Source: an optimization exercise on an open RTL-to-GDS flow (aim: small area and a short achievable clock period). Production flows keep margins and buffers that such runs may drop.
The RTL was checked by simulation tests, not by an equivalence proof against the original design.
Power and IR drop assume default switching activity.

Setup of build 10:
Design SAD_cal, start of the top module:
module SAD_cal(rstn,clk,din,refi,cal_en,sad,sad_val);
input rstn;
input clk;
input [1023:0] din;
input [1023:0] refi;
input cal_en;
output [15:0] sad;
output sad_val;
wire [7:0] e0;
wire C_0, G10_0, G20_0, G32_0, G40_0, G54_0, G60_0, G76_0, P32_0, P54_0, P76_0, g5p_0, g6p_0, nG10_0, nG30_0, nG50_0, nG64_0, nG74_0, nP64_0, nP74_0, ng0_0, ng1_0, ng2_0, ng3_0, ng4_0, ng5_0, ng6_0, ng7_0, p5_0, p6_0, t1_0, t2_0, t3_0, t4_0, t5_0, t6_0, t7_0, x0_0, x1_0, x2_0, x3_0, x4_0, x5_0, x6_0, x7_0;
SAD_nandn u_ng0_0 (din[0], refi[0], ng0_0);
SAD_xor u_x0_0 (din[0], refi[0], x0_0);
SAD_nandn u_ng1_0 (din[1], refi[1], ng1_0);
SAD_xor u_x1_0 (din[1], refi[1], x1_0);
SAD_nandn u_ng2_0 (din[2], refi[2], ng2_0);
SAD_xor u_x2_0 (din[2], refi[2], x2_0);
SAD_nandn u_ng3_0 (din[3], refi[3], ng3_0);
SAD_xor u_x3_0 (din[3], refi[3], x3_0);
SAD_nandn u_ng4_0 (din[4], refi[4], ng4_0);
SAD_xor u_x4_0 (din[4], refi[4], x4_0);
  ...
clock: 4.0 ns
lec_check: 0
cap_margin: 20
core_area: 12 12 468 468
die_area: 0 0 480 480
place_density: 0.6
slew_margin: 20
synth_hierarchical: 1
standard.sh (not shown) runs the stock make flow with config.mk's settings and CLKGATE_MAP_FILE= SYNTH_SCRIPT=/design/flow/synth_recipe.tcl, a recipe that flattens the netlist after the stock synthesis.
==> flow/flow/run.sh <==
#!/bin/bash
# The standard layout (standard.sh), with plain buf_1 cells as the port buffers
# instead of the delay cells buffer_ports picks by default, and the I/O pins
# allowed on every routing track of the die's edge so that the die can be smaller.
set -euo pipefail
export BUFFER_PORTS_ARGS="-buffer_cell sky130_fd_sc_hd__buf_1"
export PLACE_PINS_ARGS="-min_distance 1 -min_distance_in_tracks"
export ROUTING_LAYER_ADJUSTMENT=0.10
bash standard.sh > standard.log 2>&1
Build 10 did not stop at any stage, and its layout met the timing, DRC and antenna checks.
Setup changes, build 10 to build 18
- a change of CORE_AREA from 12 12 468 468 to 2 2 418 418
- a change of DIE_AREA from 0 0 480 480 to 0 0 420 420
- a change of PLACE_DENSITY from 0.6 to 0.7
--- a/flow/flow/run.sh
+++ b/flow/flow/run.sh
@@ -6,4 +6,3 @@
 export BUFFER_PORTS_ARGS="-buffer_cell sky130_fd_sc_hd__buf_1"
 export PLACE_PINS_ARGS="-min_distance 1 -min_distance_in_tracks"
-export ROUTING_LAYER_ADJUSTMENT=0.10
 bash standard.sh > standard.log 2>&1
==> comparison <==
Build 18: it failed with a tool error in 5_1_grt, so there are no final results.
Compared to build 10, build 18 has number of placement rows 15 lower.
Build 18 ended with more global placement routability congestion than build 10.
Sink count of the clock tree across build 10 and build 18: no real change.
Post-synthesis net count: build 18 vs build 10 identical
Build 18 vs. build 10: synthesized-area fraction occupied by xor and xnor cells was more or less identical, HPWL reported at the end of detailed placement has decreased.
Post-placement setup slack on build 18 is down relative to build 10.
Width of the die, build 10 and build 18: smaller value in build 18
Diff build 10 -> build 18: area of placed instances shows a reduction of about 0.6%; cell count after placement decreased by about 3% relative to the old numbers.
#### Input delta (build 6 over build 18)
- changing DIE_AREA from 0 0 420 420 to 0 0 480 480
- changing CORE_AREA from 2 2 418 418 to 12 12 468 468
- setting SETUP_SLACK_MARGIN to 0.5 for the first time
- changing PLACE_DENSITY from 0.7 to 0.6
--- a/flow/flow/run.sh
+++ b/flow/flow/run.sh
@@ -6,3 +6,4 @@
 export BUFFER_PORTS_ARGS="-buffer_cell sky130_fd_sc_hd__buf_1"
 export PLACE_PINS_ARGS="-min_distance 1 -min_distance_in_tracks"
+export ROUTING_LAYER_ADJUSTMENT=0.10
 bash standard.sh > standard.log 2>&1
==> run notes <==
Build 18: it failed with a tool error in 5_1_grt, so there are no final results. Build 6 ended with every stage complete and zero timing, DRC or antenna violations. Comparing build 18 with build 6, the share of synthesized cell area in full adder, half adder and majority cells came out essentially unchanged. Number of cells produced by synthesis came out exactly the same in build 18 and build 6. Build 6 against build 18: post-CTS setup buffer count roughly the same; cell row count went up; placed wire-length estimate after detailed placement higher; global placer's final weighted congestion decreased by 12% relative to the old numbers; die outline width grew by 14%. Placed instance area was lower in the run labelled build 18.


Setup of job 2768:
Another version of the RTL of SAD_cal (not shown whole).
For scale: ~9400 cells after synthesis, ~1100 flip-flops, roughly 2100 I/O pins, ~95000 sq um of cells after synthesis.
Settings: LEC_CHECK=0, CAP_MARGIN=20, CORE_AREA=12 12 468 468, DIE_AREA=0 0 480 480, PLACE_DENSITY=0.75, SETUP_SLACK_MARGIN=1.0, SLEW_MARGIN=20, SYNTH_HIERARCHICAL=1; clock period 4.0 ns.
==> flow/flow/run.sh <==
#!/bin/bash
# The standard layout (standard.sh) with three changes to how the layout is made:
#  - plain buf_1 cells as the port buffers instead of the delay cells buffer_ports picks;
#  - I/O pins allowed on every routing track of the die's edge, so the die can be smaller;
#  - the clock pin placed first (io_pre.tcl) in a stretch of edge kept free of other pins,
#    because the clock net's wider-spacing routing rule clashes with pins one track away.
set -euo pipefail
export BUFFER_PORTS_ARGS="-buffer_cell sky130_fd_sc_hd__buf_1"
export PLACE_PINS_ARGS="-min_distance 1 -min_distance_in_tracks -exclude top:225-255"
export PRE_IO_PLACEMENT_TCL="$PWD/flow/io_pre.tcl"
export ROUTING_LAYER_ADJUSTMENT=0.10
bash standard.sh > standard.log 2>&1
==> flow/flow/io_pre.tcl <==
# Clock pin in the middle of the top edge; place_pins keeps other pins out of top:225-255.
place_pin -pin_name clk -layer met2 -location {240 480} -pin_size {0.14 0.97} -force_to_die_boundary
Modified inputs, job 8542 compared to job 2768
Settings: a change of PLACE_DENSITY from 0.75 to 0.85.
==> run notes <==
- Diff job 2768 -> job 8542 | combinational power | up slightly
- In the route summary, job 8542 ends up with a via count exceeding that of job 2768.
- Job 8542 vs job 2768 — cell depth of the worst setup path rose 6.

-- what the ideal ports hide --
In the flow no input, the clock included, has a driving cell. The finished layouts below were timed again as built, in two steps. Step 1, drivers: a clkbuf_16 drives clk and a buf_2 each remaining input, both assumed. Step 2 also shifts input and output timing later by t, the mid clock arrival at the registers, as if the neighbouring blocks saw the same clock. Slacks: ideal / step 1 / step 2; pairs: ideal / step 1.
run	t, ns	setup WS [ns]	latest minus earliest clock arrival (ns)	worst register clock-pin slew, ns
build 10	0.770	0.702 / 0.601 / -0.169	0.042 / 0.041	0.07 / 0.07
build 6	0.770	0.702 / 0.601 / -0.169	0.042 / 0.041	0.07 / 0.07
job 2768	0.814	1.477 / 1.458 / 0.668	0.043 / 0.043	0.07 / 0.07
job 8542	0.813	1.428 / 1.457 / 0.644	0.060 / 0.060	0.07 / 0.07
With both steps, setup timing fails in build 10 and build 6, where it was met with ideal ports.
